Background: an optimization exercise with open tools, aiming at small area, a short achievable clock period and few clock cycles. Do not read the settings as production practice. Where RTL was checked, it was by simulation tests only, not by an equivalence proof against the original.

==> module alu_top, before the edit <==
module alu_top(
    input wire clk,
    input wire reset,
    input wire [7:0] operand_a,
    input wire [7:0] operand_b,
    input wire [1:0] operation,
    input wire start,
    output reg [15:0] result,
    output wire ready,
    output reg overflow,
    output reg zero
);
    wire [7:0] a = operand_a;
    wire [7:0] b = operand_b;
    wire is_mul_in = operation[1] & ~operation[0];
    function [9:0] brow(input [7:0] m, input one, input two, input neg, input ext);
        reg [9:0] m1, m2;
        begin
            m1 = {{2{ext & m[7]}}, m};
            m2 = {ext & m[7], m, 1'b0};
            brow = (({10{one}} & m1) | ({10{two}} & m2)) ^ {10{neg}};
        end
    endfunction
    function [2:0] benc(input [2:0] x);
        benc = {x[1] ^ x[0], (x[2] & ~x[1] & ~x[0]) | (~x[2] & x[1] & x[0]), x[2]};
    endfunction
    reg busy;           
    reg is_div;         
    reg is_mul;         
    reg [1:0] cnt;      
    reg flag;           
    reg [7:0] M;        
    reg [19:0] W;       
    wire [2:0] e0 = benc({a[1:0], 1'b0});
    wire u1_one = is_mul_in ? e0[2] : 1'b1;
    wire u1_two = is_mul_in & e0[1];
    wire u1_neg = is_mul_in ? e0[0] : operation[0];
    wire [9:0] A1 = is_mul_in ? 10'd0 : {2'b00, a};
    wire [9:0] B1 = brow(b, u1_one, u1_two, u1_neg, is_mul_in);
    wire [10:0] S1 = {1'b0, A1} + {1'b0, B1} + {10'd0, u1_neg};
    wire [7:0] s = S1[7:0];
    wire as_ov = (a[7] == (b[7] ^ operation[0])) && (s[7] != a[7]);
    wire lt = S1[9];                                 
    wire [2:0] e1 = benc(a[3:1]);
    wire [9:0] A2 = {{2{S1[9]}}, S1[9:2]};
    wire [9:0] B2 = brow(b, e1[2], e1[1], e1[0], 1'b1);
    wire [10:0] S2 = {1'b0, A2} + {1'b0, B2} + {10'd0, e1[0]};
    wire [11:0] p01 = {S2[9:0], S1[1:0]};            
    wire lt2 = {1'b0, a} < {b, 1'b0};                
    wire bz = (b == 8'd0);
    reg [3:0] t;
    always @(*) begin
        case ({a[7:6], b[1:0]})
            4'b0000: t = 4'b1100;
            4'b0001: t = 4'b0000;
            4'b0010: t = 4'b0000;
            4'b0011: t = 4'b0000;
            4'b0100: t = 4'b1101;
            4'b0101: t = 4'b0100;
            4'b0110: t = 4'b0001;
            4'b0111: t = 4'b0001;
            4'b1000: t = 4'b1110;
            4'b1001: t = 4'b1000;
            4'b1010: t = 4'b0100;
            4'b1011: t = 4'b0010;
            4'b1100: t = 4'b1111;
            4'b1101: t = 4'b1100;
            4'b1110: t = 4'b0101;
            4'b1111: t = 4'b0100;
            default: t = 4'b0000;
        endcase
    end
    wire bh = |b[7:2];
    wire q7 = ~bh & t[3];
    wire q6 = ~bh & t[2];
    wire [1:0] r2 = bh ? a[7:6] : t[1:0];
    wire [7:0] R = W[15:8];
    wire [7:0] QL = W[7:0];
    wire [11:0] P = W[11:0];
    wire [2:0] ah = W[14:12];                        
    wire [2:0] e3 = benc(ah);
    wire [3:0] dc = W[19:16];                        
    wire d1_one = dc[3];
    wire d1_two = dc[2];
    wire d1_neg = dc[1];
    wire [9:0] DA1 = is_mul ? {{2{P[11]}}, P[11:4]} : {1'b0, R, QL[7]};
    wire [9:0] DB1 = brow(M, d1_one, d1_two, d1_neg, dc[0]);
    wire [10:0] T1 = {1'b0, DA1} + {1'b0, DB1} + {10'd0, d1_neg};
    wire qa = ~T1[9];
    wire [7:0] Ra = qa ? T1[7:0] : {R[6:0], QL[7]};
    wire d2_one = is_div | e3[2];
    wire d2_two = ~is_div & e3[1];
    wire d2_neg = is_div | e3[0];
    wire [9:0] DA2 = is_mul ? {{2{T1[9]}}, T1[9:2]} : {1'b0, Ra, QL[6]};
    wire [9:0] DB2 = brow(M, d2_one, d2_two, d2_neg, ~is_div);
    wire [10:0] T2 = {1'b0, DA2} + {1'b0, DB2} + {10'd0, d2_neg};
    wire qb = ~T2[9];
    wire [7:0] Rb = qb ? T2[7:0] : {Ra[6:0], QL[6]};
    wire [15:0] div_res = {Rb, QL[5:0], qa, qb};
    wire [15:0] mul_res = {T2[9:0], T1[1:0], P[3:0]};
    wire fast = ~operation[1] | (operation[0] & lt2);
    wire last = busy & (~is_div | cnt[1]);
    assign ready = (start & fast) | last;
    always @(posedge clk or posedge reset) begin
        if (reset) busy <= 1'b0;
        else busy <= busy ? ~last : (start & ~fast);
    end
    always @(posedge clk) begin
        if (!busy) begin
            M <= b;
            is_div <= operation[0];
            is_mul <= ~operation[0];
            cnt <= 2'd0;
            flag <= bz | (~operation[0] & (a == 8'd0));
            W <= operation[0] ? {4'b1010, 6'b0, r2, a[5:0], q7, q6} : {benc(a[5:3]), 1'b1, 1'b0, a[7:5], p01};
        end else begin
            cnt <= cnt + 2'd1;
            W <= {4'b1010, div_res};
        end
    end
    always @(*) begin
        if (busy) begin
            if (is_div) begin
                result = div_res;
                overflow = flag;
                zero = 1'b0;
            end else begin
                result = mul_res;
                overflow = 1'b0;
                zero = flag;
            end
        end else if (operation[1]) begin
            result = lt ? {a, 8'h00} : {s, 8'h01};
            overflow = 1'b0;
            zero = lt;
        end else begin
            result = {{8{s[7]}}, s};
            overflow = as_ov;
            zero = (s == 8'd0);
        end
    end
endmodule
export LEC_CHECK = 0
export ABC_AREA = 1
export CAP_MARGIN = 20
export CORE_MARGIN = 2
export CORE_UTILIZATION = 40
export CTS_BUF_LIST = sky130_fd_sc_hd__clkbuf_8
export SETUP_SLACK_MARGIN = 0.2
export SLEW_MARGIN = 20
create_clock -name core_clock -period 7.0 [get_ports {clk}]
standard.sh (not shown) runs the stock make flow with config.mk's settings and CLKGATE_MAP_FILE= SYNTH_SCRIPT=/design/flow/synth_recipe.tcl, a recipe that flattens the netlist after the stock synthesis.
==> flow/flow/run.sh <==
#!/bin/bash
# Standard layout, with the port buffers made of sky130_fd_sc_hd__buf_2 cells
# (buffer_ports otherwise picks the slow clkdlybuf4s50_1). Every port is still buffered.
set -euo pipefail
export BUFFER_PORTS_ARGS="-buffer_cell sky130_fd_sc_hd__buf_2"
bash standard.sh > standard.log 2>&1
The baseline finished with timing, DRC and antenna clean.
Next try:
--- a/flow/design.v
+++ b/flow/design.v
@@ -27,9 +27,8 @@
     reg busy;           
     reg is_div;         
-    reg is_mul;         
     reg [1:0] cnt;      
     reg flag;           
     reg [7:0] M;        
-    reg [19:0] W;       
+    reg [16:0] W;       
     wire [2:0] e0 = benc({a[1:0], 1'b0});
     wire u1_one = is_mul_in ? e0[2] : 1'b1;
@@ -78,12 +77,12 @@
     wire [7:0] QL = W[7:0];
     wire [11:0] P = W[11:0];
-    wire [2:0] ah = W[14:12];                        
-    wire [2:0] e3 = benc(ah);
-    wire [3:0] dc = W[19:16];                        
-    wire d1_one = dc[3];
-    wire d1_two = dc[2];
-    wire d1_neg = dc[1];
-    wire [9:0] DA1 = is_mul ? {{2{P[11]}}, P[11:4]} : {1'b0, R, QL[7]};
-    wire [9:0] DB1 = brow(M, d1_one, d1_two, d1_neg, dc[0]);
+    wire [4:0] ah = W[16:12];                        
+    wire [2:0] e2 = benc(ah[2:0]);
+    wire [2:0] e3 = benc(ah[4:2]);
+    wire d1_one = is_div | e2[2];
+    wire d1_two = ~is_div & e2[1];
+    wire d1_neg = is_div | e2[0];
+    wire [9:0] DA1 = is_div ? {1'b0, R, QL[7]} : {{2{P[11]}}, P[11:4]};
+    wire [9:0] DB1 = brow(M, d1_one, d1_two, d1_neg, ~is_div);
     wire [10:0] T1 = {1'b0, DA1} + {1'b0, DB1} + {10'd0, d1_neg};
     wire qa = ~T1[9];
@@ -92,5 +91,5 @@
     wire d2_two = ~is_div & e3[1];
     wire d2_neg = is_div | e3[0];
-    wire [9:0] DA2 = is_mul ? {{2{T1[9]}}, T1[9:2]} : {1'b0, Ra, QL[6]};
+    wire [9:0] DA2 = is_div ? {1'b0, Ra, QL[6]} : {{2{T1[9]}}, T1[9:2]};
     wire [9:0] DB2 = brow(M, d2_one, d2_two, d2_neg, ~is_div);
     wire [10:0] T2 = {1'b0, DA2} + {1'b0, DB2} + {10'd0, d2_neg};
@@ -110,11 +109,10 @@
             M <= b;
             is_div <= operation[0];
-            is_mul <= ~operation[0];
             cnt <= 2'd0;
             flag <= bz | (~operation[0] & (a == 8'd0));
-            W <= operation[0] ? {4'b1010, 6'b0, r2, a[5:0], q7, q6} : {benc(a[5:3]), 1'b1, 1'b0, a[7:5], p01};
+            W <= operation[0] ? {1'b0, 6'b0, r2, a[5:0], q7, q6} : {a[7:3], p01};
         end else begin
             cnt <= cnt + 2'd1;
-            W <= {4'b1010, div_res};
+            W <= {1'b0, div_res};
         end
     end
=>
- The changed run went through all stages and came out clean
- setup slack got worse by 0.078 ns
- final area drops by a few percent
- core utilization is higher by 0.62 points
- worst hold slack hardly moves
- critical path depth rose by 1
- wire length came out lower by a few percent
- synthesized cell count shrinks by roughly a tenth
- sequential cell count decreases by 4
- die area falls by a few percent
- final cell count came out lower by roughly a tenth
- synthesized area is lower by a few percent
Testbench counts after the change, summed over its fixed seeds: cycles 4,589.
For the first run of this note, only the layout was checked, not whether the RTL still works.

port drivers added, routing unchanged:
How much do the figures lean on ideal ports? The routed layouts below were timed once more, with nothing changed but the port constraints. Step 1 assumes that a clkbuf_16 drives the clock port and a buf_2 every other input. Step 2 adds t to the input delays and takes it off the output delays; t is the mean of the earliest and latest rising clock arrival at the registers after step 1. Input paths then give back, and output paths get back, about the clock's delay inside the block. a / b / c = ideal ports / drivers / drivers and shift; a / b = the first two.
run	t, ns	setup WS [ns]	worst hold slack (ns)	latest minus earliest clock arrival (ns)	worst slew at a driven data input, ns
the first run	0.310	0.728 / 0.701 / 0.801	0.441 / 0.441 / 0.441	0.004 / 0.003	0.03
the second run	0.306	0.650 / 0.617 / 0.764	0.439 / 0.439 / 0.439	0.008 / 0.007	0.03
After both steps setup and hold are still met in every run listed.
